From an optimization exercise on the open Yosys and OpenROAD flow, aimed at small area; shortcuts taken in it are not production practice.
Only simulation tests tie the RTL to the original design; equivalence was not proved.
No driver is modelled on the clock port, so clock power and skew are understated where the tree is cut down; a real chip needs a root buffer or a tree.
No activity file was given, so power comes from the tool's default toggle rates.

==> design.v <==
module sync (
  input  wire       clk,
  output reg        hs,
  output reg        vs,
  input  wire       reset,    
  output wire [3:0] R,
  output wire [3:0] G,
  output wire [3:0] B,
  input  wire       btn       
);
  reg        r_q, gl_q, c0_q;
  wire gh_q = gl_q | (r_q & c0_q);
  wire b_q  = c0_q & (gl_q | ~r_q);
  assign R = {4{r_q}};
  assign G = {gh_q, gl_q, gh_q, gl_q};
  assign B = {4{b_q}};
  reg [2:0] seg;
  reg [7:0] hc_p;    
  wire [7:0] hc = hc_p ^ 8'b10101010;
  wire s_fp = ~seg[0] & ~seg[2];
  wire s_sy = ~seg[1] & seg[0];
  wire s_bp = ~seg[2] & seg[1];
  wire s_d0 = seg[0] & seg[2];
  wire s_d1 = seg[1] & ~seg[0];
  wire s_d2 = seg[2] & ~seg[1];
  wire h_end = (hc[6] & ~hc[5] & hc[4] & hc[3] & ~hc[2] & ~hc[1] & hc[0]);    
  wire line_end = s_d2 & h_end;
  reg [7:0] h_ld;    
  always @(*) begin
    case (seg)
      3'b000: h_ld = 8'b00000110;
      3'b001: h_ld = 8'b10000010;
      3'b011: h_ld = 8'b00101000;
      3'b111: h_ld = 8'b00101000;
      3'b110: h_ld = 8'b00001010;
      3'b100: h_ld = 8'b00000010;
      default: h_ld = 8'bx;
    endcase
  end
  always @(posedge clk or negedge reset) begin
    if (!reset) seg <= 3'b000;
    else if (h_end) seg <= {seg[1:0], ~seg[2]};
  end
  always @(posedge clk or negedge reset) begin
    if (!reset)     hc_p <= 8'b10101000;
    else if (h_end) hc_p <= h_ld ^ 8'b10101010;
    else            hc_p <= {hc[6:0], ~(hc[7] ^ hc[5] ^ hc[4] ^ hc[1])} ^ 8'b10101010;
  end
  reg [1:0] pvs;    
  wire v_fp = ~pvs[1] & ~pvs[0];
  wire v_sy = ~pvs[1] &  pvs[0];
  wire v_bp =  pvs[1] &  pvs[0];
  wire v_da =  pvs[1] & ~pvs[0];
  reg [8:0] lc;    
  reg f1;              
  wire at_vs = (~pvs[1] & lc[8]) & s_d2 & (~hc[6] & hc[5] & ~hc[4] & hc[3] & ~hc[2] & hc[1] & hc[0]);    
  wire at_bp = (~pvs[1] & pvs[0] & lc[1]) & s_d2 & (~hc[7] & ~hc[6] & ~hc[4] & hc[3] & ~hc[2] & hc[1] & hc[0]);    
  wire at_da = (pvs[0] & lc[5] & lc[2] & lc[0]) & s_d2 & (hc[6] & hc[5] & ~hc[4] & hc[3] & ~hc[2] & ~hc[1] & ~hc[0]);    
  wire at_fp = (~lc[8] & ~lc[7] & ~lc[6] & ~lc[5] & lc[4] & ~lc[3] & ~lc[2] & lc[1] & ~lc[0]) & line_end;    
  wire at_x = at_vs | at_bp | at_da;
  reg pend;
  wire v_adv = (at_x & f1) | pend | at_fp;
  always @(posedge clk or negedge reset) begin
    if (!reset) begin
      pvs  <= 2'b00;
      f1   <= 1'b1;
      pend <= 1'b0;
    end else begin
      if (v_adv) pvs <= {pvs[0], ~pvs[1]};
      pend <= at_x & ~f1;
      if (at_da) f1 <= 1'b0;
    end
  end
  always @(posedge clk or negedge reset) begin
    if (!reset) lc <= 9'd0;
    else if (v_adv) lc <= 9'd0;
    else if (line_end) lc <= {lc[7:0], ~(lc[8] ^ lc[4])};
  end
  reg        cnt, ph;    
  reg [15:1] timer_h;
  reg        timer_0;
  wire [15:0] timer = {timer_h, timer_0} ^ 16'haaaa;
  wire t_zero = ~|timer[14:0];
  wire t_end  = timer[15] & t_zero;
  wire acc = ~cnt & ~ph & timer[0];
  always @(posedge clk or negedge reset) begin
    if (!reset) begin
      cnt <= 1'b0; ph <= 1'b0;
    end else begin
      if (cnt) begin
        if (t_end) begin cnt <= 1'b0; ph <= ~ph; end
      end else if (~acc & (btn == ph)) begin
        cnt <= 1'b1;
      end
    end
  end
  always @(posedge clk)
    timer_h <= ({15{cnt}} & timer[14:0]) ^ 15'h5555;
  always @(posedge clk or negedge reset)
    if (!reset) timer_0 <= 1'b0;
    else        timer_0 <= (cnt & ((timer[15] ^ timer[14] ^ timer[12] ^ timer[3] ^ t_zero) | t_end)) ^ 1'b0;
  reg [2:0] flag;    
  always @(posedge clk or negedge reset) begin
    if (!reset) flag <= 3'b000;
    else if (acc)
      case (flag)
        3'b000: flag <= 3'b011;
        3'b011: flag <= 3'b101;
        3'b101: flag <= 3'b010;
        3'b010: flag <= 3'b111;
        3'b111: flag <= 3'b110;
        3'b110: flag <= 3'b001;
        3'b001: flag <= 3'b100;
        3'b100: flag <= 3'b000;
      endcase
  end
  reg [3:0] c0, c1, c2;    
  always @(*) begin
    case (flag)
      3'b000: begin c0 = 4'b0001; c1 = 4'b1111; c2 = 4'b1000; end
      3'b011: begin c0 = 4'b0110; c1 = 4'b1111; c2 = 4'b1000; end
      3'b101: begin c0 = 4'b0110; c1 = 4'b1111; c2 = 4'b1100; end
      3'b010: begin c0 = 4'b0000; c1 = 4'b1110; c2 = 4'b1000; end
      3'b111: begin c0 = 4'b0110; c1 = 4'b1110; c2 = 4'b1000; end
      3'b110: begin c0 = 4'b0001; c1 = 4'b1110; c2 = 4'b1000; end
      3'b001: begin c0 = 4'b0110; c1 = 4'b1111; c2 = 4'b0110; end
      3'b100: begin c0 = 4'b1100; c1 = 4'b1111; c2 = 4'b0110; end
      default: begin c0 = 4'bx; c1 = 4'bx; c2 = 4'bx; end
    endcase
  end
  wire vis = v_da & seg[2];
  wire [3:0] col = {4{vis}} & (s_d0 ? c0 : s_d1 ? c1 : c2);
  always @(posedge clk) begin
    r_q  <= col[3] | (~reset & r_q);
    gl_q <= col[1] | (~reset & gl_q);
    c0_q <= (col[3] & ~col[1] ? col[2] : col[0]) | (~reset & c0_q);
    hs   <= ~s_sy & (reset | hs);
    vs   <= ~v_sy & (reset | vs);
  end
endmodule
==> flow/run.sh <==
#!/bin/bash
# The standard layout (standard.sh: the standard synthesis script and the
# ORFS flow), with these changes given on the make command line:
#  - synthesis runs synth_recipe.tcl unchanged except for its final technology
#    mapping (ORFS synth.tcl's "abc" call, after dfflibmap, so the registers
#    are exactly the standard synthesis's): instead of ORFS's speed script it
#    maps with each area-oriented ABC script in flow/abc and keeps the
#    smallest result (flow/abc_best.tcl)
#  - every port buffer is the smallest buffer cell, buf_1, instead of the
#    tool's own pick (each input and output port still gets its buffer); the
#    reset input, which fans out to every asynchronously reset flip-flop,
#    then has its buffer upsized to buf_4 (flow/reset_buf.tcl, run right
#    after buffer_ports and global placement)
set -o pipefail
here=$PWD
{
  echo "set ::abc_scripts_dir $here/flow/abc"
  echo "set ::abc_area_file $here/abc_area.txt"
  cat flow/abc_best.tcl
  cat synth_recipe.tcl
} > synth_best.tcl
bash standard.sh \
  SYNTH_SCRIPT="$here/synth_best.tcl" \
  BUFFER_PORTS_ARGS="-buffer_cell sky130_fd_sc_hd__buf_1" \
  POST_GLOBAL_PLACE_TCL="$here/flow/reset_buf.tcl" \
  POST_CTS_TCL="$here/flow/clk_root.tcl" \
  CTS_ARGS="-repair_clock_nets -dont_use_dummy_load" \
  finish > standard.log 2>&1
==> flow/abc/b.script <==
strash
dch
map -a
topo
stime -c
==> flow/abc/g.script <==
strash
dch
map -a
strash
dch
map -a
topo
stime -c
==> flow/abc/i.script <==
strash
dch
map -a
strash
dch
map -a
strash
dch
map -a
topo
stime -c
==> flow/abc/m1.script <==
strash
dch
amap
topo
stime -c
==> flow/abc/m2.script <==
strash
dch
amap
strash
dch
amap
topo
stime -c
==> flow/abc/m7.script <==
strash
dch -f
amap
strash
dch -f
amap
topo
stime -c
==> flow/abc/m8.script <==
strash
dc2
dch
amap
strash
dc2
dch
amap
topo
stime -c
==> flow/abc/m9.script <==
strash
dch
amap
strash
dch
amap
strash
dch
amap
strash
dch
amap
topo
stime -c
==> flow/abc/n1.script <==
strash
dc2
dch
amap
strash
dch
amap
topo
stime -c
==> flow/abc/n2.script <==
strash
balance
rewrite
refactor
balance
rewrite
rewrite -z
balance
refactor -z
rewrite -z
balance
dch
amap
strash
dch
amap
topo
stime -c
==> flow/abc/n3.script <==
strash
dch -f
amap
strash
dch -f
map -a
strash
dch
amap
topo
stime -c
==> flow/abc/n4.script <==
strash
fraig
dch
amap
strash
dch -f
amap
strash
dch
amap
topo
stime -c
==> flow/abc/n5.script <==
strash
dch
amap
strash
dch
amap
strash
dch
amap
strash
dch
amap
strash
dch
amap
topo
stime -c
==> flow/abc_best.tcl <==
# Replaces the "abc" command used by ORFS synth.tcl for its final technology
# mapping (after dfflibmap, so the registers stay exactly as in the standard
# synthesis): map with each ABC script in flow/abc and keep the smallest result.
proc abc {args} {
  set i [lsearch -exact $args -script]
  if {$i >= 0} { set args [lreplace $args $i [expr {$i + 1}]] }
  set lib [lindex $args [expr {[lsearch -exact $args -liberty] + 1}]]
  yosys design -save before_abc
  set best ""; set best_area 1e30
  foreach s [lsort [glob $::abc_scripts_dir/*.script]] {
    yosys design -load before_abc
    yosys abc -script $s {*}$args
    yosys tee -q -o $::abc_area_file stat -liberty $lib
    set f [open $::abc_area_file]; set t [read $f]; close $f
    regexp {Chip area for module '[^']*': ([0-9.]+)} $t -> area
    puts "abc script [file tail $s]: area $area"
    if {$area < $best_area} { set best_area $area; set best $s }
  }
  puts "abc script chosen: [file tail $best] (area $best_area)"
  yosys design -load before_abc
  yosys abc -script $best {*}$args
}
==> flow/clk_root.tcl <==
set root_pins [get_pins -of_objects [get_nets clk] -filter "direction==input"]
if {[llength $root_pins] == 1} {
  set root [get_cells -of_objects $root_pins]
  set outnet [get_nets -of_objects [get_pins -of_objects $root -filter "direction==output"]]
  set loads [get_pins -of_objects $outnet -filter "direction==input"]
  set ok [expr {[llength $loads] <= 4}]
  foreach pin $loads {
    if {![string match "sky130_fd_sc_hd__clkbuf_*" [get_property [get_cells -of_objects $pin] ref_name]]} { set ok 0 }
  }
  if {$ok} {
    puts "removing clock root buffer [get_full_name $root] ([llength $loads] loads)"
    remove_buffers $root
  } else {
    puts "keeping clock root buffer [get_full_name $root]"
  }
}
==> flow/reset_buf.tcl <==
# The reset input fans out to every asynchronously reset flip-flop: give its
# port buffer (inserted by buffer_ports) more drive than the other ports' buf_1.
foreach pin [get_pins -of_objects [get_nets reset]] {
  if {[get_property $pin direction] != "input"} { continue }
  set inst [get_cells -of_objects $pin]
  puts "reset port buffer [get_full_name $inst] [get_property $inst ref_name] -> sky130_fd_sc_hd__buf_4"
  replace_cell $inst sky130_fd_sc_hd__buf_4
}
==> standard.sh <==
#!/bin/bash
# synth_recipe.tcl (not shown) runs the flow's synth.tcl, then flattens the netlist and writes it again
# the make line also repeats each setting of config.mk as NAME=value (left out here)
make -C /OpenROAD-flow-scripts/flow DESIGN_CONFIG=/design/flow/config.mk WORK_HOME=/design/flow/orfs CLKGATE_MAP_FILE= SYNTH_SCRIPT=/design/flow/synth_recipe.tcl "${@:-finish}"
==> config.mk <==
export PLATFORM = sky130hd
export DESIGN_NAME = sync
export DESIGN_NICKNAME = sync
export VERILOG_FILES = /design/flow/design.v
export SDC_FILE = /design/flow/constraint.sdc
export NUM_CORES = 4
export LEC_CHECK = 0
export CAP_MARGIN = 20
export CORE_MARGIN = 2
export CORE_UTILIZATION = 40
export SLEW_MARGIN = 20
==> constraint.sdc <==
create_clock -name core_clock -period 10.0 [get_ports {clk}]
set_input_delay 2.0000 -clock core_clock [delete_from_list [all_inputs] [get_ports {clk}]]
set_output_delay 2.0000 -clock core_clock [all_outputs]
set_load 0.01 [all_outputs]
==> flow_metrics.tcl, run 1 <==
set metrics [dict create \
    outcome "timing/DRC/antenna clean" \
    crit_path_frequent_cell "clkinv_1" \
    drv_cap 0 \
    post-route-period-util_pct 33.7 \
    antenna_left 0 \
    syn_nets 211 \
    start_util_pct 41.6 \
    rsz0062_at_grt "false" \
    netlist-cell-type-count 23 \
    yosysSeqAreaShare_pct 58.8 \
    worst-path-buf-inv 4 \
    dieArea_um2 5490 \
    port_buffers 16 \
    grt_usage_pct 14.4 \
    fmax_ghz 0.297 \
    first_pass_iters 4 \
    cp.arrival_ns 3.43 \
    cp_max_fo 12 \
    final_nets 222 \
    slowest_delay_ns 0.80 \
    grt_pass1_wl_um 6160 \
    final_common_cell "nor2_1" \
    core_um2 4720 \
    power_per_cell_area_nw_per_um2 178 \
    ys_warn_count 1 \
    cts.reportedPaths.clkPinSlew_ns 0.09 \
    cp-end-kind "register" \
    drt-initial-drc-count 86 \
    finClkSkew_ns 0.0192 \
    synth_seq_cells 50 \
    start_kind "register" \
    crit_type "reg -> reg" \
    drc 0 \
    grt_pass1_vias 1356 \
    drv_slew 0 \
    syn_inst 208 \
    cpMaxStageDelayCell "nor3_1" \
    fillers 457 \
    drive_above_1_share_pct 4.61 \
    viasPerCell 5.16 \
    hp-class "reg -> reg" \
    routed-via-count 1465 \
    peakVddDrop_v 0.000119 \
    wl_per_cell_um 12.2 \
    fin_setup_tns_ns 0 \
    die_w_um 74.1 \
    area_growth_pct 6.11 \
    required_ns 10.06 \
    grt_overflow 0 \
    wl_um 3460 \
    n_antenna_cell 0 \
    final.min_clock_period_ns 3.37 \
    relSlewSlack_pct 37.9 \
    worst_slew_pin_slew_ns 0.925 \
    hold_viol 0 \
    grt_max_degree 36 \
    dp_hpwl_um 2450 \
    grt_antenna_before_repair 0 \
    critical-path-top-delay-family "simple AND/OR/NAND/NOR gates" \
    dieHeight_um 74.1 \
    cts.sinks 50 \
    syn_area_um2 1970 \
    setup_violations 0 \
    hold_slack_ns 0.391 \
    placementRows 25 \
    clk_latency_ns 0.15 \
    synth.avg_cell_area_um2 9.45 \
    crit_path_cell_trace "clkinv_1 > nor3_1 > nand4_1 > nor3_1 > clkinv_1 > nor2_1 > a41oi_1 > o21ai_0 > buf_4 > clkinv_1 > o22ai_1" \
    boundaryPins 17 \
    layout_common_cells "33 x nor2_1, 26 x dfrtp_1, 23 x clkinv_1" \
    leakage_uw 0.000852 \
]
## worst register-to-register path: stages, from the launching register on
cell and delay, ns:
dfstp_2 0.55, clkinv_1 0.09, nor3_1 0.18, nand4_1 0.29, nor3_1 0.80, clkinv_1 0.49
nor2_1 0.25, a41oi_1 0.13, o21ai_0 0.10, buf_4 0.20, clkinv_1 0.10, o22ai_1 0.12
## power by group
group	internal (uW)	switching [uW]
sequential	236	20.1
combinational	13.5	17.1
clock	36.7	49.0
## state kept, by name, indices dropped and copies added, names as in the netlist, 2 cells and up
register	flops
timer_h	15
lc	9
hc_p	8
flag	3
seg	3
pvs	2
## layout make-up
class                           count  area, um2  area share, %
Sequential cell                    50       1160           55.4
Multi-Input combinational cell    123        633           30.4
Inverter                           23       86.3           4.14
Tap cell                           67       83.8           4.02
Timing Repair Buffer               17       71.3           3.42
Clock buffer                        4       55.1           2.64
## path summary, 6_finish.rpt
kind	from	end	slack (ns)	depth (start not counted)
max in group asynchronous	reset	hc_p[7]	7.87	1
min in group asynchronous	reset	lc[3]	1.78	1
max reg2reg	hc_p[5]	pvs[0]	6.63	11
max	hc_p[5]	pvs[0]	6.63	11
min	timer_h[8]	timer_h[9]	0.39	1
min reg2reg	timer_h[8]	timer_h[9]	0.39	1
## Yosys cell counts, drive strengths merged
master  count  area, um2
nor2       33        124
dfrtp      26        651
clkinv     23       86.3
dfxtp      20        400
o22ai      18        113
nand2      15       56.3
a21oi      14       70.1
buf        12       90.1
o21ai      11       55.1
nor3        7       35.0
dfstp       4        105
nand4       4       25.0
o32ai       3       26.3
or3         3       18.8
a211oi      2       15.0
a41oi       2       17.5
nor4        2       12.5
o31ai       2       15.0
or2         2       12.5
or4         2       15.0
a22oi       1       7.51
nand3       1       5.00
o32a        1       10.0
## metal layers
layer	global-route usage [%]	share of wire (%)	wire, um
met1	20.2	50	1730
met2	22.2	44	1540
met3	3.66	4.4	153
met4	4.04	1.2	40
met5	0	0	0
## cell families (layout without fill, tap and decap cells)
group                  count (synthesis)  after routing  share of synthesized area (%)
AOI/OAI and AO/OA                     54             54                           16.7
buffers and inverters                 35             44                           8.98
DFF                                   50             50                           58.8
and+or+nand+nor                       69             69                           15.5
## stage by stage
| step | utilization, % | cells | area (um2) | power, uW | worst slack (ns) |
|---|---|---|---|---|---|
| detailed placement | 43.0 | 280 | 2030 | 290 | 6.73 |
| global placement | 42.9 | 280 | 2030 | 290 | 6.91 |
| floorplan | - | 208 | 1970 | 278 | 6.94 |
| finish | 44.2 | 284 | 2090 | 372 | 6.63 |
| global route | 44.2 | 284 | 2090 | 396 | 6.28 |
==> inputs of run 2 (changes only) <==
--- a/flow/run.sh
+++ b/flow/run.sh
@@ -24,5 +24,5 @@
   BUFFER_PORTS_ARGS="-buffer_cell sky130_fd_sc_hd__buf_1" \
   POST_GLOBAL_PLACE_TCL="$here/flow/reset_buf.tcl" \
   POST_CTS_TCL="$here/flow/clk_root.tcl" \
-  CTS_ARGS="-repair_clock_nets -dont_use_dummy_load" \
+  CTS_ARGS="-sink_clustering_enable -repair_clock_nets -dont_use_dummy_load -buf_list {sky130_fd_sc_hd__clkbuf_8} -sink_buffer_max_cap_derate 0.8" \
   finish > standard.log 2>&1
==> run 2 against run 1 <==
Still clean. Global-route usage unchanged. Sequential power about the same. Area after synthesis unchanged. Register-to-register slack about the same. Critical path depth unchanged. Worst setup slack unchanged. Die area unchanged. Design area unchanged. Fmax unchanged. Final cell count unchanged. Critical path type unchanged. Highest routed layer unchanged.
==> flow_metrics.tcl, run 2 <==
set metrics [dict create \
    layout_common_cells "33 x nor2_1, 26 x dfrtp_1, 23 x clkinv_1" \
    cts.sinks 50 \
    hold_end "timer_h[9]" \
    hold_path_startpoint "timer_h[8]" \
    rrSetupSlack_ns 6.63 \
    syn_area_um2 1970 \
    worst_slew_pin_slew_ns 0.925 \
    placementRows 25 \
    rsz0062_at_grt "false" \
    hold_viol 0 \
    setup_ws_ns 6.63 \
    drt-initial-drc-count 86 \
    grt_max_degree 36 \
    cpMaxStageDelayCell "nor3_1" \
    yosys-top-cells-count "33 x nor2_1, 26 x dfrtp_1, 23 x clkinv_1, 20 x dfxtp_1, 18 x o22ai_1" \
    fin_setup_tns_ns 0 \
    dp_hpwl_um 2450 \
    reg2reg_from "hc_p[5]" \
    top_regs "timer_h: 15 flops, lc: 9 flops, hc_p: 8 flops" \
    swShare_pct 23.2 \
    grt_antenna_before_repair 0 \
    synth_top_area_share_pct 33.1 \
    dieHeight_um 74.1 \
    relSlewSlack_pct 37.9 \
    n_antenna_cell 0 \
    post-route-period-util_pct 33.7 \
    antenna_left 0 \
    required_ns 10.06 \
    die_w_um 74.1 \
    yosysSeqAreaShare_pct 58.8 \
    synth_edf_count 0 \
    setup_violations 0 \
    synth_area_leaders "dfrtp_1 33%, dfxtp_1 20%, nor2_1 6.3%" \
    final.min_clock_period_ns 3.37 \
    fmax_ghz 0.297 \
    synth_top_area_cell "dfrtp_1" \
    switchingPower_uw 86.1 \
    clk_latency_ns 0.15 \
    syn_inst 208 \
    post-synth-top-count-cell "nor2_1" \
    multi_input_area_um2 633 \
    wl_per_cell_um 12.2 \
    core_um2 4720 \
    slowest_delay_ns 0.80 \
    drv_slew 0 \
    crit_type "reg -> reg" \
    peakVddDrop_v 0.000119 \
    area_growth_pct 6.11 \
    cp_max_fo 12 \
    clkPwrFrac_pct 23.0 \
    holdPathStages 1 \
    cts.reportedPaths.clkPinSlew_ns 0.09 \
    hp-class "reg -> reg" \
    crit_path_cell_trace "clkinv_1 > nor3_1 > nand4_1 > nor3_1 > clkinv_1 > nor2_1 > a41oi_1 > o21ai_0 > buf_4 > clkinv_1 > o22ai_1" \
    seq_area_um2 1160 \
    cp.arrival_ns 3.43 \
    final_nets 222 \
    finClkSkew_ns 0.0192 \
    wl_um 3460 \
    p_seq_share_pct 68.7 \
    outcome "timing/DRC/antenna clean" \
    synthArstFlopShare_pct 60.0 \
    post-place-ws_ns 6.73 \
    drive_above_1_share_pct 4.61 \
    start_kind "register" \
    cp-end-kind "register" \
    grt_pass1_vias 1356 \
    start_util_pct 41.6 \
    leakage_uw 0.000852 \
    power_uw 372 \
    drc 0 \
    drv_cap 0 \
    grt_pass1_wl_um 6160 \
    top_register "timer_h" \
    largest_reg_flops 15 \
    routed-via-count 1465 \
    final_common_cell "nor2_1" \
    ys_warn_count 1 \
    syn_nets 211 \
    grt_overflow 0 \
    reg2regPathDepth 11 \
    synth_seq_cells 50 \
    crit_path_frequent_cell "clkinv_1" \
    synth_top_flop_cell "dfrtp_1" \
    regToRegEndpoint "pvs[0]" \
    port_buffers 16 \
    layout.cells.non_filler 284 \
    dp.cells 280 \
    viasPerCell 5.16 \
    grt_usage_pct 14.4 \
    power_frac_comb_pct 8.2 \
    netlist-cell-type-count 23 \
    first_pass_iters 4 \
    hold_slack_ns 0.391 \
    boundaryPins 17 \
    synth.avg_cell_area_um2 9.45 \
    dieArea_um2 5490 \
    p_int_uw 286 \
    fillers 457 \
    power_per_cell_area_nw_per_um2 178 \
]
## run 2: cell counts after synthesis
Identical to the previous run, type by type.
## run 2: power by group through the flow
stage	logic (uW)	clock network (uW)	registers, uW
after floorplan	24.3	0	254
after global placement	29.9	0	260
final	30.6	85.6	256
after detailed placement	30.9	0	259
after global routing	37.9	96.6	261
## run 2: critical path: cells and delay by family (launching register included)
family	cells	cell delay (ns)
flip-flops	1	0.55
buffers and inverters	4	0.87
AO/OA/AOI/OAI	3	0.35
AND/OR/NAND/NOR	4	1.51
## run 2: final cells by class
type	instances	share of cell area [%]
clock buffer	4	2.64
timing repair buffer	17	3.42
tap	67	4.02
inverter	23	4.14
multi-input combinational	123	30.4
sequential	50	55.4
## run 2: through the flow
| step | area, um2 | util, % |
|---|---|---|
| floorplan | 1970 | - |
| global placement | 2030 | 42.9 |
| detailed placement | 2030 | 43.0 |
| global route | 2090 | 44.2 |
| finish | 2090 | 44.2 |
## run 2: cell families after synthesis
family	Yosys count	share of synthesized area [%]
buf+inv	35	8.98
simple gates	69	15.5
flops	50	58.8
compound gates	54	16.7
## run 2: routing by layer
metal / vias to the layer above / GRT usage (%) / share of wire (%)
met2: 38 / 22.2 / 44
met4: 0 / 4.04 / 1.2
met3: 5 / 3.66 / 4.4
li1: 742 / - / -
met1: 680 / 20.2 / 50
met5: - / 0 / 0
## run 2: how the worst max path moves through the flow
stage	startpoint	endpoint	slack, ns	depth (start not counted)
detailed placement	hc_p[5]	pvs[0]	6.73	11
global route	hc_p[5]	pvs[0]	6.28	11
finish	hc_p[5]	pvs[0]	6.63	11
global placement	hc_p[5]	pvs[1]	6.91	11
floorplan	hc_p[5]	pvs[0]	6.94	10
==> inputs of run 3 (changes only) <==
--- a/flow/run.sh
+++ b/flow/run.sh
@@ -24,5 +24,5 @@
   BUFFER_PORTS_ARGS="-buffer_cell sky130_fd_sc_hd__buf_1" \
   POST_GLOBAL_PLACE_TCL="$here/flow/reset_buf.tcl" \
   POST_CTS_TCL="$here/flow/clk_root.tcl" \
-  CTS_ARGS="-sink_clustering_enable -repair_clock_nets -dont_use_dummy_load -buf_list {sky130_fd_sc_hd__clkbuf_8} -sink_buffer_max_cap_derate 0.8" \
+  CTS_ARGS="-sink_clustering_enable -repair_clock_nets -dont_use_dummy_load" \
   finish > standard.log 2>&1
==> run 3 against run 2 <==
Clock skew unchanged. Routed wire length unchanged. Sequential share of layout area unchanged. Still clean on timing, DRC and antenna. Non-clock buffer count unchanged. Critical path type unchanged.
==> flow_metrics.tcl, run 3 <==
set metrics [dict create \
    peakVddDrop_v 0.000119 \
    cts.sinks 50 \
    synth_edf_count 0 \
    layout.cells.non_filler 284 \
    dieArea_um2 5490 \
    rrSetupSlack_ns 6.63 \
    syn_inst 208 \
    setup_ws_ns 6.63 \
    wl_per_cell_um 12.2 \
    yosys-top-cells-count "33 x nor2_1, 26 x dfrtp_1, 23 x clkinv_1, 20 x dfxtp_1, 18 x o22ai_1" \
    fmax_ghz 0.297 \
    synth_seq_cells 50 \
    placementRows 25 \
    n_antenna_cell 0 \
    worst-path-buf-inv 4 \
    drv_slew 0 \
    cts.reportedPaths.clkPinSlew_ns 0.09 \
    final.min_clock_period_ns 3.37 \
    synth_top_area_cell "dfrtp_1" \
    clk_latency_ns 0.15 \
    setup_violations 0 \
    drv_cap 0 \
    fin_setup_tns_ns 0 \
    die_w_um 74.1 \
    synth_area_leaders "dfrtp_1 33%, dfxtp_1 20%, nor2_1 6.3%" \
    grt_overflow 0 \
    syn_nets 211 \
    seq_area_um2 1160 \
    grt_pass1_wl_um 6160 \
    post-place-ws_ns 6.73 \
    grt_pass1_vias 1356 \
    fillers 457 \
    routed-via-count 1465 \
    syn_area_um2 1970 \
    grt_antenna_before_repair 0 \
    antenna_left 0 \
    start_util_pct 41.6 \
    wl_um 3460 \
    cp_max_fo 12 \
    boundaryPins 17 \
    ys_warn_count 1 \
    grt_max_degree 36 \
    synthArstFlopShare_pct 60.0 \
    crit_path_frequent_cell "clkinv_1" \
    cpMaxStageDelayCell "nor3_1" \
    hold_viol 0 \
    start_kind "register" \
    drive_above_1_share_pct 4.61 \
    post-synth-top-count-cell "nor2_1" \
    final_common_cell "nor2_1" \
    synth.avg_cell_area_um2 9.45 \
    yosysSeqAreaShare_pct 58.8 \
    crit_path_cell_trace "clkinv_1 > nor3_1 > nand4_1 > nor3_1 > clkinv_1 > nor2_1 > a41oi_1 > o21ai_0 > buf_4 > clkinv_1 > o22ai_1" \
    finClkSkew_ns 0.0192 \
    synth_top_flop_cell "dfrtp_1" \
    largest_reg_flops 15 \
    drc 0 \
    drt-initial-drc-count 86 \
    port_buffers 16 \
    slowest_delay_ns 0.80 \
    required_ns 10.06 \
    leakage_uw 0.000852 \
    grtUsageMet2_pct 22.2 \
    netlist-cell-type-count 23 \
    use_met3_pct 3.66 \
    core_um2 4720 \
    dieHeight_um 74.1 \
    dp.cells 280 \
    outcome "timing/DRC/antenna clean" \
    viasPerCell 5.16 \
    post-route-period-util_pct 33.7 \
    final_nets 222 \
    worst_slew_pin_slew_ns 0.925 \
    rsz0062_at_grt "false" \
    cp.arrival_ns 3.43 \
    critical-path-top-delay-family "simple AND/OR/NAND/NOR gates" \
    grt_usage_pct 14.4 \
    dp_hpwl_um 2450 \
    met1_usage_pct 20.2 \
    cp-end-kind "register" \
    top_regs "timer_h: 15 flops, lc: 9 flops, hc_p: 8 flops" \
    top_usage_layer "met2" \
    crit_type "reg -> reg" \
    synth_top_area_share_pct 33.1 \
    hp-class "reg -> reg" \
    power_per_cell_area_nw_per_um2 178 \
    relSlewSlack_pct 37.9 \
    layout_common_cells "33 x nor2_1, 26 x dfrtp_1, 23 x clkinv_1" \
    top_register "timer_h" \
    multi_input_area_um2 633 \
    area_growth_pct 6.11 \
    first_pass_iters 4 \
]
run 3: routing by layer:
layer | wire (um) | part of all wire, %
met1 | 1730 | 50
met2 | 1540 | 44
met3 | 153 | 4.4
met4 | 40 | 1.2
met5 | 0 | 0
run 3: cell families (layout without fill, tap and decap cells):
group                  count (synthesis)  in the layout  synth area share [%]
AND/OR/NAND/NOR                       69             69                  15.5
AO/OA/AOI/OAI                         54             54                  16.7
flip-flops                            50             50                  58.8
buffers and inverters                 35             44                  8.98
run 3: layout make-up:
cell class	count	area share, %
Multi-Input combinational cell	123	30.4
Timing Repair Buffer	17	3.42
Tap cell	67	4.02
Inverter	23	4.14
Sequential cell	50	55.4
Clock buffer	4	2.64
run 3: power breakdown:
group          internal, uW  total (uW)  switching [uW]
sequential              236         256            20.1
combinational          13.5        30.6            17.1
clock                  36.7        85.6            49.0
run 3: worst paths after layout:
kind,from,end,cells after the start
max,hc_p[5],pvs[0],11
min,timer_h[8],timer_h[9],1
max reg2reg,hc_p[5],pvs[0],11
min reg2reg,timer_h[8],timer_h[9],1
max in group asynchronous,reset,hc_p[7],1
min in group asynchronous,reset,lc[3],1
run 3: stage by stage:
stage	hold WS, ns	total power, uW	instance area [um2]	util, %
after floorplan	0.361	278	1970	-
after global placement	0.370	290	2030	42.9
after detailed placement	0.374	290	2030	43.0
after global routing	0.406	396	2090	44.2
final	0.391	372	2090	44.2
==> inputs of run 4 (changes only) <==
--- a/flow/run.sh
+++ b/flow/run.sh
@@ -24,5 +24,5 @@
   BUFFER_PORTS_ARGS="-buffer_cell sky130_fd_sc_hd__buf_1" \
   POST_GLOBAL_PLACE_TCL="$here/flow/reset_buf.tcl" \
   POST_CTS_TCL="$here/flow/clk_root.tcl" \
-  CTS_ARGS="-sink_clustering_enable -repair_clock_nets -dont_use_dummy_load" \
+  CTS_ARGS="-sink_clustering_enable -repair_clock_nets -dont_use_dummy_load -distance_between_buffers 500 -branching_point_buffers_distance 500" \
   finish > standard.log 2>&1
==> run 4 against run 3 <==
Clock skew unchanged. Global-route usage unchanged. Routed wire length unchanged. Design area unchanged. Total power unchanged. Critical endpoint unchanged. Highest routed layer unchanged.
==> flow_metrics.tcl, run 4 <==
set metrics [dict create \
    cp-end-kind "register" \
    port_buffers 16 \
    relSlewSlack_pct 37.9 \
    dp_hpwl_um 2450 \
    wl_um 3460 \
    final_nets 222 \
    ys_warn_count 1 \
    power_uw 372 \
    crit_type "reg -> reg" \
    grt_usage_pct 14.4 \
    syn_inst 208 \
    drv_cap 0 \
    crit_path_frequent_cell "clkinv_1" \
    cpMaxStageDelayCell "nor3_1" \
    first_pass_iters 4 \
    largest_reg_flops 15 \
    post-synth-top-count-cell "nor2_1" \
    cp.arrival_ns 3.43 \
    wl_per_cell_um 12.2 \
    top_register "timer_h" \
    hold_slack_ns 0.391 \
    critical-path-top-delay-family "simple AND/OR/NAND/NOR gates" \
    syn_area_um2 1970 \
    netlist-cell-type-count 23 \
    area_growth_pct 6.11 \
    viasPerCell 5.16 \
    worst-path-buf-inv 4 \
    fin_setup_tns_ns 0 \
    fmax_ghz 0.297 \
    cts.sinks 50 \
    rsz0062_at_grt "false" \
    required_ns 10.06 \
    finClkSkew_ns 0.0192 \
    hold_viol 0 \
    grt_antenna_before_repair 0 \
    yosys-top-cells-count "33 x nor2_1, 26 x dfrtp_1, 23 x clkinv_1, 20 x dfxtp_1, 18 x o22ai_1" \
    dieArea_um2 5490 \
    power_per_cell_area_nw_per_um2 178 \
    crit_path_cell_trace "clkinv_1 > nor3_1 > nand4_1 > nor3_1 > clkinv_1 > nor2_1 > a41oi_1 > o21ai_0 > buf_4 > clkinv_1 > o22ai_1" \
    synth_top_area_cell "dfrtp_1" \
    grt_pass1_wl_um 6160 \
    final_common_cell "nor2_1" \
    layout_common_cells "33 x nor2_1, 26 x dfrtp_1, 23 x clkinv_1" \
    antenna_left 0 \
    grt_overflow 0 \
    grt_max_degree 36 \
    synth.avg_cell_area_um2 9.45 \
    synth_top_flop_cell "dfrtp_1" \
    synth_top_area_share_pct 33.1 \
    dieHeight_um 74.1 \
    worst_slew_pin_slew_ns 0.925 \
    synth_area_leaders "dfrtp_1 33%, dfxtp_1 20%, nor2_1 6.3%" \
    placementRows 25 \
    syn_nets 211 \
    post-route-period-util_pct 33.7 \
    placed_area_um2 2030 \
    post-place-ws_ns 6.73 \
    final.min_clock_period_ns 3.37 \
    setup_violations 0 \
    cts.reportedPaths.clkPinSlew_ns 0.09 \
    start_kind "register" \
    peakVddDrop_v 0.000119 \
    outcome "timing/DRC/antenna clean" \
    drv_slew 0 \
    drt-initial-drc-count 86 \
    top_regs "timer_h: 15 flops, lc: 9 flops, hc_p: 8 flops" \
    synthArstFlopShare_pct 60.0 \
    grt_pass1_vias 1356 \
    routed-via-count 1465 \
    slowest_delay_ns 0.80 \
    boundaryPins 17 \
    hp-class "reg -> reg" \
    die_w_um 74.1 \
    n_antenna_cell 0 \
    cp_max_fo 12 \
    synth_seq_cells 50 \
    start_util_pct 41.6 \
    clk_latency_ns 0.15 \
    final_area_um2 2090 \
    yosysSeqAreaShare_pct 58.8 \
    core_um2 4720 \
    setup_ws_ns 6.63 \
    drive_above_1_share_pct 4.61 \
    drc 0 \
    leakage_uw 0.000852 \
    synth_edf_count 0 \
]
## run 4: cell counts in the layout (fill, tap and decap cells not counted)
No cell type changed its count.
## run 4: per-stage QoR
stage / cells / utilization, %
global placement: 280 / 42.9
detailed placement: 280 / 43.0
global route: 284 / 44.2
floorplan: 208 / -
finish: 284 / 44.2
## run 4: path summary, 6_finish.rpt
path / cells past startpoint / slack (ns) / end / start
max in group asynchronous: 1 / 7.87 / hc_p[7] / reset
worst min-delay path: 1 / 0.39 / timer_h[9] / timer_h[8]
worst min register to register: 1 / 0.39 / timer_h[9] / timer_h[8]
worst max-delay path: 11 / 6.63 / pvs[0] / hc_p[5]
worst max register to register: 11 / 6.63 / pvs[0] / hc_p[5]
min in group asynchronous: 1 / 1.78 / lc[3] / reset
## run 4: cells by family (layout without fill, tap and decap cells)
logic type,Yosys count,in the layout,synth area share (%)
AO/OA/AOI/OAI,54,54,16.7
AND/OR/NAND/NOR,69,69,15.5
buffers and inverters,35,44,8.98
flip-flops,50,50,58.8
## run 4: routing by layer
metal  GRT usage, %  routed length (um)
met1           20.2                1730
met2           22.2                1540
met3           3.66                 153
met4           4.04                  40
met5              0                   0
## run 4: final cells by class
type	instances	area [um2]
clock buffers	4	55.1
fillers	457	2640
inverters	23	86.3
multi-input cells	123	633
flip-flops and latches	50	1160
well taps	67	83.8
repair buffers	17	71.3
## run 4: worst reg2reg max path, delay by kind of cell, from the launching register on
kind / cells / cell delay, ns
AO/OA/AOI/OAI: 3 / 0.35
AND/OR/NAND/NOR: 4 / 1.52
flip-flops: 1 / 0.55
buffers and inverters: 4 / 0.88
## run 4: power by group
| part | total, uW | internal, uW | switching [uW] |
|---|---|---|---|
| combinational | 30.6 | 13.5 | 17.1 |
| clock | 85.6 | 36.7 | 49.0 |
| sequential | 256 | 236 | 20.1 |
| total | 372 | 286 | 86.1 |
==> inputs of run 5 (changes only) <==
--- a/flow/run.sh
+++ b/flow/run.sh
@@ -23,6 +23,7 @@
   SYNTH_SCRIPT="$here/synth_best.tcl" \
   BUFFER_PORTS_ARGS="-buffer_cell sky130_fd_sc_hd__buf_1" \
   POST_GLOBAL_PLACE_TCL="$here/flow/reset_buf.tcl" \
-  POST_CTS_TCL="$here/flow/clk_root.tcl" \
-  CTS_ARGS="-sink_clustering_enable -repair_clock_nets -dont_use_dummy_load -distance_between_buffers 500 -branching_point_buffers_distance 500" \
+  POST_CTS_TCL="$here/flow/post_cts.tcl" \
+  CTS_ARGS="-sink_clustering_enable -repair_clock_nets -dont_use_dummy_load" \
+  SLEW_MARGIN=0 CAP_MARGIN=0 \
   finish > standard.log 2>&1
==> flow/clk_merge.tcl (new file) <==
# Merge the clock tree's smallest leaf cluster into the other leaves: each of
# its flip-flops is moved to the nearest remaining leaf buffer, as long as no
# leaf then drives more than max_sinks clock pins, and the emptied leaf
# buffer is deleted.
set max_sinks 18
set leaves {}
foreach inst [get_cells -filter "ref_name =~ sky130_fd_sc_hd__clkbuf_*"] {
  set onet [get_nets -of_objects [get_pins -of_objects $inst -filter "direction==output"]]
  set sinks [get_pins -of_objects $onet -filter "direction==input"]
  set allff 1
  foreach p $sinks {
    if {![string match "sky130_fd_sc_hd__df*" [get_property [get_cells -of_objects $p] ref_name]]} { set allff 0 }
  }
  if {$allff && [llength $sinks] > 0} { lappend leaves [list $inst $onet $sinks] }
}
proc xy {inst} {
  return [[sta::sta_to_db_inst $inst] getLocation]
}
set n [llength $leaves]
set total 0
foreach l $leaves { incr total [llength [lindex $l 2]] }
puts "clock leaves: $n, sinks $total"
if {$n >= 2 && $total <= $max_sinks * ($n - 1)} {
  set leaves [lsort -command {apply {{a b} {expr {[llength [lindex $a 2]] - [llength [lindex $b 2]]}}}} $leaves]
  set victim [lindex $leaves 0]
  set others [lrange $leaves 1 end]
  set count {}
  foreach o $others { lappend count [llength [lindex $o 2]] }
  set moves {}
  foreach p [lindex $victim 2] {
    lassign [xy [get_cells -of_objects $p]] px py
    set best -1; set bd 1e30
    for {set i 0} {$i < [llength $others]} {incr i} {
      if {[lindex $count $i] >= $max_sinks} { continue }
      lassign [xy [lindex [lindex $others $i] 0]] bx by
      set d [expr {abs($bx - $px) + abs($by - $py)}]
      if {$d < $bd} { set bd $d; set best $i }
    }
    lappend moves [list $p $best]
    lset count $best [expr {[lindex $count $best] + 1}]
  }
  set vnet [lindex $victim 1]
  foreach m $moves {
    lassign $m p i
    set tnet [lindex [lindex $others $i] 1]
    disconnect_pin [get_full_name $vnet] $p
    connect_pin [get_full_name $tnet] $p
  }
  set vinst [lindex $victim 0]
  set vname [get_full_name $vinst]
  set inpin [get_pins -of_objects $vinst -filter "direction==input"]
  disconnect_pin [get_full_name [get_nets -of_objects $inpin]] $inpin
  delete_instance $vname
  puts "merged clock leaf $vname ([llength $moves] sinks) into the others: $count"
}
==> flow/post_cts.tcl (new file) <==
set here [file dirname [info script]]
source $here/clk_merge.tcl
source $here/clk_root.tcl
==> run 5 against run 4 <==
Still clean. Routed wire length hardly changed. Critical path depth is the same. Clock power decreased by 9.3%. Design area decreased by 0.66%. Combinational power about the same. Total power fell by 2.2%. Critical path type unchanged. Largest power group unchanged.
==> flow_metrics.tcl, run 5 <==
set metrics [dict create \
    dp.cells 280 \
    finClkSkew_ns 0.0211 \
    boundaryPins 17 \
    crit_path_cell_trace "clkinv_1 > nor3_1 > nand4_1 > nor3_1 > clkinv_1 > nor2_1 > a41oi_1 > o21ai_0 > buf_4 > clkinv_1 > o22ai_1" \
    seq_area_um2 1160 \
    synth_top_flop_cell "dfrtp_1" \
    cts.sinks 50 \
    final.min_clock_period_ns 3.40 \
    drc 0 \
    netlist-cell-type-count 23 \
    rrSetupSlack_ns 6.60 \
    antenna_left 0 \
    swShare_pct 23.9 \
    grt_pass1_vias 1356 \
    grt_usage_pct 14.4 \
    drv_cap 0 \
    fillers 459 \
    routed-via-count 1459 \
    syn_nets 211 \
    dieHeight_um 74.1 \
    final_common_cell "nor2_1" \
    cp-end-kind "register" \
    core_um2 4720 \
    synth_seq_cells 50 \
    p_int_uw 277 \
    top_register "timer_h" \
    die_w_um 74.1 \
    top_regs "timer_h: 15 flops, lc: 9 flops, hc_p: 8 flops" \
    hold_viol 0 \
    cts.reportedPaths.clkPinSlew_ns 0.11 \
    crit_type "reg -> reg" \
    syn_area_um2 1970 \
    post-route-period-util_pct 34.0 \
    synth_area_leaders "dfrtp_1 33%, dfxtp_1 20%, nor2_1 6.3%" \
    grt_max_degree 36 \
    ys_warn_count 1 \
    start_util_pct 41.6 \
    yosysSeqAreaShare_pct 58.8 \
    syn_inst 208 \
    placementRows 25 \
    hp-class "reg -> reg" \
    largest_reg_flops 15 \
    dp_hpwl_um 2450 \
    cp_max_fo 12 \
    grt_antenna_before_repair 0 \
    drt-initial-drc-count 74 \
    wl_per_cell_um 12.2 \
    outcome "timing/DRC/antenna clean" \
    area_growth_pct 5.41 \
    fmax_ghz 0.294 \
    rsz0062_at_grt "false" \
    start_kind "register" \
    final_nets 222 \
    power_frac_comb_pct 8.4 \
    fin_setup_tns_ns 0 \
    drv_slew 0 \
    grt_pass1_wl_um 6180 \
    switchingPower_uw 86.9 \
    power_per_cell_area_nw_per_um2 176 \
    clkPwrFrac_pct 21.3 \
    grt_overflow 0 \
    drive_above_1_share_pct 4.17 \
    synth_top_area_cell "dfrtp_1" \
    setup_violations 0 \
    layout.cells.non_filler 283 \
    synth.avg_cell_area_um2 9.45 \
    relSlewSlack_pct 37.8 \
    multi_input_area_um2 633 \
    synth_edf_count 0 \
    post-synth-top-count-cell "nor2_1" \
    viasPerCell 5.16 \
    yosys-top-cells-count "33 x nor2_1, 26 x dfrtp_1, 23 x clkinv_1, 20 x dfxtp_1, 18 x o22ai_1" \
    synthArstFlopShare_pct 60.0 \
    worst_slew_pin_slew_ns 0.926 \
    p_seq_share_pct 70.3 \
    n_antenna_cell 0 \
    port_buffers 16 \
    required_ns 10.07 \
    slowest_delay_ns 0.80 \
    first_pass_iters 4 \
    cpMaxStageDelayCell "nor3_1" \
    utilization_pct 43.9 \
    cp.arrival_ns 3.47 \
    clk_latency_ns 0.17 \
    layout_common_cells "33 x nor2_1, 26 x dfrtp_1, 23 x clkinv_1" \
    synth_top_area_share_pct 33.1 \
    peakVddDrop_v 0.000124 \
    post-place-ws_ns 6.73 \
    leakage_uw 0.000845 \
    dieArea_um2 5490 \
    wl_um 3460 \
    crit_path_frequent_cell "clkinv_1" \
    setup_ws_ns 6.60 \
    power_uw 364 \
]
run 5: cell counts after synthesis:
No cell type changed its count.
run 5: power by group through the flow:
stage	clock [uW]	combinational, uW	sequential, uW
finish	77.6	30.6	256
detailed placement	0	30.9	259
global route	89.4	37.9	261
global placement	0	29.9	260
floorplan	0	24.3	254
run 5: area by class of cell:
cell class,instances,share of cell area [%]
flip-flops and latches,50,55.8
multi-input cells,123,30.6
inverters,23,4.17
well taps,67,4.05
repair buffers,17,3.44
clock buffers,3,1.99
run 5: kinds of logic after synthesis:
kind of cell | after synthesis | share of synthesized area, %
simple gates | 69 | 15.5
flops | 50 | 58.8
buf+inv | 35 | 8.98
compound gates | 54 | 16.7
run 5: layer usage:
metal | vias to the layer above | global-route usage [%] | routed length [um]
met4 | 0 | 4.04 | 40
met1 | 687 | 20.3 | 1750
li1 | 741 | - | -
met5 | - | 0 | 0
met3 | 5 | 2.85 | 129
met2 | 26 | 22.6 | 1540
run 5: through the flow:
step	instance area, um2	hold slack, ns
global route	2070	0.402
finish	2070	0.391
global placement	2030	0.370
floorplan	1970	0.361
detailed placement	2030	0.374
run 5: path summary, 6_finish.rpt:
| kind | startpoint | end | depth (start not counted) |
|---|---|---|---|
| min in group asynchronous | reset | lc[8] | 1 |
| min reg2reg | timer_h[8] | timer_h[9] | 1 |
| max in group asynchronous | reset | hc_p[7] | 1 |
| max reg2reg | hc_p[5] | pvs[0] | 11 |
| max | hc_p[5] | pvs[0] | 11 |
| min | timer_h[8] | timer_h[9] | 1 |
run 5: critical path: cells and delay by family, from the launching register on:
| family | cells | cell delay, ns |
|---|---|---|
| buf+inv | 4 | 0.87 |
| simple gates | 4 | 1.51 |
| compound gates | 3 | 0.35 |
| flops | 1 | 0.56 |
==> inputs of run 6 (changes only) <==
--- a/flow/run.sh
+++ b/flow/run.sh
@@ -25,5 +25,5 @@
   POST_GLOBAL_PLACE_TCL="$here/flow/reset_buf.tcl" \
   POST_CTS_TCL="$here/flow/post_cts.tcl" \
   CTS_ARGS="-sink_clustering_enable -repair_clock_nets -dont_use_dummy_load" \
-  SLEW_MARGIN=0 CAP_MARGIN=0 \
+  GPL_TIMING_DRIVEN=0 \
   finish > standard.log 2>&1
==> run 6 against run 5 <==
Worst setup slack got worse by 0.37 ns. Clock-buffer cell count is the same. Non-clock buffer count grew 11. First-iteration DRC count decreased by 19%. Core utilization increased by 1.7 points. Area after synthesis stayed put. Die area is the same. Critical path type unchanged. Largest cell class unchanged. Largest power group unchanged.
==> flow_metrics.tcl, run 6 <==
set metrics [dict create \
    rrSetupSlack_ns 6.23 \
    hold_end "timer_h[9]" \
    grt_usage_pct 13.8 \
    worst_slew_pin_slew_ns 0.917 \
    drv_slew 0 \
    cpMaxStageDelayCell "nor3_1" \
    final_nets 233 \
    synth_top_flop_cell "dfrtp_1" \
    hp-class "reg -> reg" \
    syn_area_um2 1970 \
    largest_reg_flops 15 \
    holdPathStages 1 \
    grt_overflow 0 \
    start_kind "register" \
    viasPerCell 5.00 \
    cts.sinks 50 \
    critical-path-top-delay-family "simple AND/OR/NAND/NOR gates" \
    setup_violations 0 \
    dieHeight_um 74.1 \
    cp.arrival_ns 3.86 \
    top_regs "timer_h: 15 flops, lc: 9 flops, hc_p: 8 flops" \
    slowest_delay_ns 0.80 \
    final_common_cell "nor2_1" \
    finClkSkew_ns 0.0201 \
    dp_hpwl_um 2490 \
    synth_seq_cells 50 \
    yosys-top-cells-count "33 x nor2_1, 26 x dfrtp_1, 23 x clkinv_1, 20 x dfxtp_1, 18 x o22ai_1" \
    post-place-ws_ns 6.31 \
    fillers 472 \
    start_util_pct 41.6 \
    core_um2 4720 \
    grt_pass1_wl_um 5960 \
    yosysSeqAreaShare_pct 58.8 \
    clk_latency_ns 0.17 \
    port_buffers 16 \
    boundaryPins 17 \
    top_register "timer_h" \
    final.min_clock_period_ns 3.77 \
    synth_edf_count 0 \
    synth_area_leaders "dfrtp_1 33%, dfxtp_1 20%, nor2_1 6.3%" \
    cp-end-kind "register" \
    post-synth-top-count-cell "nor2_1" \
    leakage_uw 0.000904 \
    utilization_pct 45.6 \
    drive_above_1_share_pct 8.81 \
    power_per_cell_area_nw_per_um2 169 \
    relSlewSlack_pct 38.4 \
    wl_per_cell_um 11.9 \
    first_pass_iters 4 \
    worst-path-buf-inv 3 \
    fmax_ghz 0.265 \
    layout.cells.non_filler 294 \
    syn_inst 208 \
    regToRegEndpoint "pvs[0]" \
    reg2regPathDepth 10 \
    crit_type "reg -> reg" \
    hold_viol 0 \
    syn_nets 211 \
    grt_antenna_before_repair 0 \
    cp_max_fo 12 \
    antenna_left 0 \
    crit_path_cell_trace "clkinv_1 > nor3_1 > nand4_1 > nor3_1 > clkinv_1 > nor2_1 > a41oi_1 > o21ai_1 > clkinv_1 > o22ai_1" \
    placementRows 25 \
    reg2reg_from "hc_p[5]" \
    rsz0062_at_grt "false" \
    post-route-period-util_pct 37.7 \
    outcome "timing/DRC/antenna clean" \
    drv_cap 0 \
    fin_setup_tns_ns 0 \
    die_w_um 74.1 \
    routed-via-count 1470 \
    required_ns 10.09 \
    peakVddDrop_v 0.000151 \
    hold_path_startpoint "timer_h[8]" \
    n_antenna_cell 0 \
    area_growth_pct 9.61 \
    cts.reportedPaths.clkPinSlew_ns 0.11 \
    ys_warn_count 1 \
    dp.cells 291 \
    synth_top_area_share_pct 33.1 \
    grt_max_degree 36 \
    layout_common_cells "33 x nor2_1, 26 x dfrtp_1, 23 x clkinv_1" \
    synth.avg_cell_area_um2 9.45 \
    dieArea_um2 5490 \
    crit_path_frequent_cell "clkinv_1" \
    grt_pass1_vias 1327 \
    netlist-cell-type-count 23 \
    drt-initial-drc-count 60 \
    wl_um 3500 \
    drc 0 \
    synthArstFlopShare_pct 60.0 \
    synth_top_area_cell "dfrtp_1" \
    hold_slack_ns 0.373 \
    setup_ws_ns 6.23 \
]
## run 6: metrics by stage
step	instance area, um2	total power [uW]
finish	2150	365
global route	2150	385
detailed placement	2110	291
global placement	2110	290
floorplan	1970	278
## run 6: metal layers
layer	up-vias	share of wire, %	global-route usage [%]
li1	763	-	-
met1	683	51	19.3
met2	22	46	22.7
met3	2	2.7	2.44
met4	0	0.77	3.03
met5	-	0	0
## run 6: final cells by class
| class | instances | area [um2] | share of cell area (%) |
|---|---|---|---|
| plain buffers | 12 | 90.1 | 4.18 |
| clock buffers | 3 | 41.3 | 1.92 |
| inverters | 23 | 86.3 | 4.01 |
| multi-input cells | 123 | 633 | 29.4 |
| flip-flops and latches | 50 | 1160 | 53.7 |
| well taps | 67 | 83.8 | 3.89 |
| repair buffers | 16 | 63.8 | 2.96 |
## run 6: power breakdown
part	switching, uW	internal [uW]	total, uW
clock	51.2	27.9	79.1
sequential	19.5	236	255
combinational	17.3	13.6	30.8
## run 6: worst reg2reg max path, stage by stage, from the launching register on
cell,delay [ns]
dfstp_2,0.57
clkinv_1,0.10
nor3_1,0.19
nand4_1,0.30
nor3_1,0.80
clkinv_1,0.49
nor2_1,0.28
a41oi_1,0.15
o21ai_1,0.47
clkinv_1,0.21
o22ai_1,0.15
## run 6: cell families (layout without fill, tap and decap cells)
| family | after synthesis | in the layout | synth area share, % |
|---|---|---|---|
| DFF | 50 | 50 | 58.8 |
| AOI/OAI and AO/OA | 54 | 54 | 16.7 |
| and+or+nand+nor | 69 | 69 | 15.5 |
| buffers and inverters | 35 | 54 | 8.98 |
## run 6: worst max path at each step
stage             from     end  cells after the start
6_report       hc_p[5]  pvs[0]                     10
2_1_floorplan  hc_p[5]  pvs[0]                     10
5_1_grt        hc_p[5]  pvs[1]                     10
3_3_place_gp     reset    gl_q                      2
3_5_place_dp   hc_p[5]  pvs[0]                     10
==> inputs of run 7 (changes only) <==
--- a/flow/run.sh
+++ b/flow/run.sh
@@ -25,5 +25,4 @@
   POST_GLOBAL_PLACE_TCL="$here/flow/reset_buf.tcl" \
   POST_CTS_TCL="$here/flow/post_cts.tcl" \
   CTS_ARGS="-sink_clustering_enable -repair_clock_nets -dont_use_dummy_load" \
-  GPL_TIMING_DRIVEN=0 \
   finish > standard.log 2>&1
==> run 7 against run 6 <==
Routed wire length fell by 1.1%. Sequential cell count did not move. Global-route usage rose by 0.55 points. Area after synthesis did not move. Non-clock buffer count fell by 11. Synthesized cell count did not move. Critical path type unchanged. Still clean. Clock-buffer cell count did not move. Clock skew rose by 0.0011 ns. Largest power group unchanged. Core utilization fell by 1.7 points. Final cell count fell by 3.7%. Via count fell by 0.75%. Die area did not move.
==> flow_metrics.tcl, run 7 <==
set metrics [dict create \
    n_antenna_cell 0 \
    grt_usage_pct 14.4 \
    placed_area_um2 2030 \
    p_int_uw 277 \
    cp_max_fo 12 \
    clk_latency_ns 0.17 \
    final_nets 222 \
    worst-path-buf-inv 4 \
    dp_hpwl_um 2450 \
    layout_common_cells "33 x nor2_1, 26 x dfrtp_1, 23 x clkinv_1" \
    core_um2 4720 \
    drc 0 \
    cpMaxStageDelayCell "nor3_1" \
    grt_max_degree 36 \
    boundaryPins 17 \
    outcome "timing/DRC/antenna clean" \
    finClkSkew_ns 0.0211 \
    first_pass_iters 4 \
    antenna_left 0 \
    critical-path-top-delay-family "simple AND/OR/NAND/NOR gates" \
    cts.reportedPaths.clkPinSlew_ns 0.11 \
    synth_top_area_share_pct 33.1 \
    area_growth_pct 5.41 \
    placementRows 25 \
    netlist-cell-type-count 23 \
    hp-class "reg -> reg" \
    peakVddDrop_v 0.000124 \
    yosysSeqAreaShare_pct 58.8 \
    synth.avg_cell_area_um2 9.45 \
    synth_top_area_cell "dfrtp_1" \
    fin_setup_tns_ns 0 \
    die_w_um 74.1 \
    syn_nets 211 \
    top_regs "timer_h: 15 flops, lc: 9 flops, hc_p: 8 flops" \
    required_ns 10.07 \
    layout.cells.non_filler 283 \
    setup_violations 0 \
    grt_antenna_before_repair 0 \
    start_kind "register" \
    cts.sinks 50 \
    crit_type "reg -> reg" \
    rrSetupSlack_ns 6.60 \
    dp.cells 280 \
    swShare_pct 23.9 \
    drv_cap 0 \
    drt-initial-drc-count 74 \
    synth_area_leaders "dfrtp_1 33%, dfxtp_1 20%, nor2_1 6.3%" \
    drive_above_1_share_pct 4.17 \
    post-route-period-util_pct 34.0 \
    clkPwrFrac_pct 21.3 \
    grt_pass1_wl_um 6180 \
    drv_slew 0 \
    crit_path_frequent_cell "clkinv_1" \
    leakage_uw 0.000845 \
    synth_seq_cells 50 \
    dieHeight_um 74.1 \
    synthArstFlopShare_pct 60.0 \
    cp-end-kind "register" \
    synth_edf_count 0 \
    port_buffers 16 \
    top_register "timer_h" \
    slowest_delay_ns 0.80 \
    yosys-top-cells-count "33 x nor2_1, 26 x dfrtp_1, 23 x clkinv_1, 20 x dfxtp_1, 18 x o22ai_1" \
    hold_viol 0 \
    utilization_pct 43.9 \
    wl_um 3460 \
    fmax_ghz 0.294 \
    routed-via-count 1459 \
    rsz0062_at_grt "false" \
    p_seq_share_pct 70.3 \
    final_area_um2 2070 \
    synth_top_flop_cell "dfrtp_1" \
    hold_slack_ns 0.391 \
    syn_area_um2 1970 \
    syn_inst 208 \
    ys_warn_count 1 \
    crit_path_cell_trace "clkinv_1 > nor3_1 > nand4_1 > nor3_1 > clkinv_1 > nor2_1 > a41oi_1 > o21ai_0 > buf_4 > clkinv_1 > o22ai_1" \
    grt_pass1_vias 1356 \
    dieArea_um2 5490 \
    start_util_pct 41.6 \
    fillers 459 \
    power_per_cell_area_nw_per_um2 176 \
    final_common_cell "nor2_1" \
    final.min_clock_period_ns 3.40 \
    worst_slew_pin_slew_ns 0.926 \
    largest_reg_flops 15 \
    viasPerCell 5.16 \
    switchingPower_uw 86.9 \
    grt_overflow 0 \
    power_frac_comb_pct 8.4 \
    cp.arrival_ns 3.47 \
    post-synth-top-count-cell "nor2_1" \
    relSlewSlack_pct 37.8 \
    wl_per_cell_um 12.2 \
]
## run 7: stage by stage
stage | total power (uW) | worst slack (ns)
after floorplan | 278 | 6.94
after global placement | 290 | 6.91
after detailed placement | 290 | 6.73
after global routing | 389 | 6.24
final | 364 | 6.60
## run 7: final timing paths
kind,from,endpoint,depth (start not counted)
setup reg to reg,hc_p[5],pvs[0],11
hold reg to reg,timer_h[8],timer_h[9],1
hold / removal,timer_h[8],timer_h[9],1
max in group asynchronous,reset,hc_p[7],1
setup / recovery,hc_p[5],pvs[0],11
min in group asynchronous,reset,lc[8],1
## run 7: final cells by class
type,count,area [um2],share of cell area (%)
multi-input cells,123,633,30.6
well taps,67,83.8,4.05
repair buffers,17,71.3,3.44
clock buffers,3,41.3,1.99
flip-flops and latches,50,1160,55.8
inverters,23,86.3,4.17
## run 7: power groups by stage
| stage | registers (uW) | clock network [uW] | logic [uW] |
|---|---|---|---|
| after global routing | 261 | 89.4 | 37.9 |
| after global placement | 260 | 0 | 29.9 |
| final | 256 | 77.6 | 30.6 |
| after floorplan | 254 | 0 | 24.3 |
| after detailed placement | 259 | 0 | 30.9 |
## run 7: logic make-up after synthesis
kind of cell	share of synthesized area, %
AO/OA/AOI/OAI	16.7
buffers and inverters	8.98
flip-flops	58.8
AND/OR/NAND/NOR	15.5
## run 7: layer usage
| layer | track usage, % | vias to the layer above | wire length, um |
|---|---|---|---|
| li1 | - | 741 | - |
| met5 | 0 | - | 0 |
| met3 | 2.85 | 5 | 129 |
| met4 | 4.04 | 0 | 40 |
| met1 | 20.3 | 687 | 1750 |
| met2 | 22.6 | 26 | 1540 |
==> inputs of run 8 (changes only) <==
--- a/design.v
+++ b/design.v
@@ -72,8 +72,8 @@
     end
   end
   always @(posedge clk or negedge reset) begin
-    if (!reset) lc <= 9'd0;
-    else if (v_adv) lc <= 9'd0;
+    if (!reset) lc <= 9'b000000000;
+    else if (v_adv) lc <= 9'b000000000;
     else if (line_end) lc <= {lc[7:0], ~(lc[8] ^ lc[4])};
   end
   reg        cnt, ph;    
==> run 8 against run 7 <==
Core utilization is the same. Area after synthesis is the same. Die area is the same. Global-route usage is the same. Sequential power is essentially flat. Critical endpoint unchanged. Register-to-register slack is essentially flat. Largest power group unchanged. Highest routed layer unchanged. Still clean.
==> flow_metrics.tcl, run 8 <==
set metrics [dict create \
    reg2regPathDepth 11 \
    cpMaxStageDelayCell "nor3_1" \
    drive_above_1_share_pct 4.17 \
    crit_type "reg -> reg" \
    synth_top_flop_cell "dfrtp_1" \
    post-route-period-util_pct 34.0 \
    dp_hpwl_um 2450 \
    synth_edf_count 0 \
    final.min_clock_period_ns 3.40 \
    top_regs "timer_h: 15 flops, lc: 9 flops, hc_p: 8 flops" \
    synth_top_area_share_pct 33.1 \
    die_w_um 74.1 \
    grt_pass1_vias 1356 \
    crit_start "hc_p[5]" \
    cp_max_fo 12 \
    hp-class "reg -> reg" \
    outcome "timing/DRC/antenna clean" \
    final_nets 222 \
    setup_violations 0 \
    placementRows 25 \
    area_growth_pct 5.41 \
    relSlewSlack_pct 37.8 \
    cts.reportedPaths.clkPinSlew_ns 0.11 \
    drv_slew 0 \
    finClkSkew_ns 0.0211 \
    dieHeight_um 74.1 \
    grt_max_degree 36 \
    regToRegEndpoint "pvs[0]" \
    yosysSeqAreaShare_pct 58.8 \
    hold_viol 0 \
    routed-via-count 1459 \
    fillers 459 \
    fmax_ghz 0.294 \
    wl_um 3460 \
    leakage_uw 0.000845 \
    rsz0062_at_grt "false" \
    synth_seq_cells 50 \
    dieArea_um2 5490 \
    clk_latency_ns 0.17 \
    syn_inst 208 \
    largest_reg_flops 15 \
    layout_common_cells "33 x nor2_1, 26 x dfrtp_1, 23 x clkinv_1" \
    drc 0 \
    fin_setup_tns_ns 0 \
    grt_pass1_wl_um 6180 \
    holdPathStages 1 \
    hold_end "timer_h[9]" \
    start_util_pct 41.6 \
    synthArstFlopShare_pct 60.0 \
    peakVddDrop_v 0.000124 \
    yosys-top-cells-count "33 x nor2_1, 26 x dfrtp_1, 23 x clkinv_1, 20 x dfxtp_1, 18 x o22ai_1" \
    reg2reg_from "hc_p[5]" \
    cts.sinks 50 \
    drv_cap 0 \
    core_um2 4720 \
    grt_overflow 0 \
    utilization_pct 43.9 \
    boundaryPins 17 \
    hold_path_startpoint "timer_h[8]" \
    ys_warn_count 1 \
    synth.avg_cell_area_um2 9.45 \
    slowest_delay_ns 0.80 \
    crit_path_frequent_cell "clkinv_1" \
    first_pass_iters 4 \
    port_buffers 16 \
    antenna_left 0 \
    worst_slew_pin_slew_ns 0.926 \
    cp-end-kind "register" \
    synth_area_leaders "dfrtp_1 33%, dfxtp_1 20%, nor2_1 6.3%" \
    syn_nets 211 \
    viasPerCell 5.16 \
    drt-initial-drc-count 74 \
    synth_top_area_cell "dfrtp_1" \
    post-synth-top-count-cell "nor2_1" \
    required_ns 10.07 \
    start_kind "register" \
    top_register "timer_h" \
    cp.arrival_ns 3.47 \
    netlist-cell-type-count 23 \
    power_per_cell_area_nw_per_um2 176 \
    syn_area_um2 1970 \
    n_antenna_cell 0 \
    rrSetupSlack_ns 6.60 \
    crit_path_cell_trace "clkinv_1 > nor3_1 > nand4_1 > nor3_1 > clkinv_1 > nor2_1 > a41oi_1 > o21ai_0 > buf_4 > clkinv_1 > o22ai_1" \
    wl_per_cell_um 12.2 \
    grt_usage_pct 14.4 \
    final_common_cell "nor2_1" \
    grt_antenna_before_repair 0 \
]
-- run 8: cell counts after synthesis --
Identical to the previous run, type by type.
-- run 8: area by class of cell --
class	instances	area, um2	share of cell area [%]
flip-flops and latches	50	1160	55.8
multi-input cells	123	633	30.6
inverters	23	86.3	4.17
well taps	67	83.8	4.05
repair buffers	17	71.3	3.44
clock buffers	3	41.3	1.99
-- run 8: per-stage QoR --
stage          hold slack [ns]  instances  cell area (um2)  power, uW  worst slack, ns
2_1_floorplan            0.361        208             1970        278             6.94
3_3_place_gp             0.370        280             2030        290             6.91
3_5_place_dp             0.374        280             2030        290             6.73
5_1_grt                  0.402        283             2070        389             6.24
6_report                 0.391        283             2070        364             6.60
-- run 8: cells by family (layout without fill, tap and decap cells) --
group,Yosys count,after routing,synth area share [%]
AOI/OAI and AO/OA,54,54,16.7
buffers and inverters,35,43,8.98
DFF,50,50,58.8
and+or+nand+nor,69,69,15.5
-- run 8: worst max path at each step --
stage | slack, ns | end
after floorplan | 6.94 | pvs[0]
after global placement | 6.91 | pvs[1]
after detailed placement | 6.73 | pvs[0]
after global routing | 6.24 | pvs[0]
final | 6.60 | pvs[0]
-- run 8: power breakdown --
part | switching [uW] | internal (uW) | total, uW
clock | 49.7 | 27.9 | 77.6
sequential | 20.2 | 236 | 256
combinational | 17.0 | 13.5 | 30.6
-- run 8: per-layer routing --
metal	global-route usage, %	vias to the layer above	wire (um)
li1	-	741	-
met5	0	-	0
met1	20.3	687	1750
met2	22.6	26	1540
met4	4.04	0	40
met3	2.85	5	129
-- run 8: critical path, delay by kind of cell, from the launching register on --
family	cells	cell delay, ns
buffers and inverters	4	0.87
and+or+nand+nor	4	1.51
AOI/OAI and AO/OA	3	0.35
DFF	1	0.56

==> afterwards: timing with drivers on the ports <==
The flow's constraints put no driver on any port. The routed layouts listed below were extracted and timed again, unchanged, in two steps.
Step 1 sets driving cells, clkbuf_16 on the clock port and buf_2 on the other inputs (assumed; they add their load-dependent delay and slew).
Step 2, shift: input delay + t, output delay - t, t = (earliest + latest rising clock arrival at the registers) / 2. This alone moves slack from input paths to output paths.
a / b / c = ideal ports / drivers / drivers and shift; a / b = the first two.
run | t (ns) | slack for setup (ns) | hold WS [ns] | worst setup path at the end | clock arrival spread, ns
run 1 | 0.192 | 6.635 / 6.635 / 6.635 | 0.391 / 0.391 / 0.391 | register to register | 0.020 / 0.020
run 2 | 0.192 | 6.635 / 6.635 / 6.635 | 0.391 / 0.391 / 0.391 | register to register | 0.020 / 0.020
run 3 | 0.192 | 6.635 / 6.635 / 6.635 | 0.391 / 0.391 / 0.391 | register to register | 0.020 / 0.020
run 4 | 0.192 | 6.635 / 6.635 / 6.635 | 0.391 / 0.391 / 0.391 | register to register | 0.020 / 0.020
run 5 | 0.200 | 6.603 / 6.603 / 6.603 | 0.391 / 0.391 / 0.391 | register to register | 0.021 / 0.022
run 6 | 0.197 | 6.229 / 6.229 / 6.229 | 0.373 / 0.373 / 0.373 | register to register | 0.021 / 0.022
run 7 | 0.200 | 6.603 / 6.603 / 6.603 | 0.391 / 0.391 / 0.391 | register to register | 0.021 / 0.022
run 8 | 0.200 | 6.603 / 6.603 / 6.603 | 0.391 / 0.391 / 0.391 | register to register | 0.021 / 0.022
After both steps every run listed still meets setup and hold.
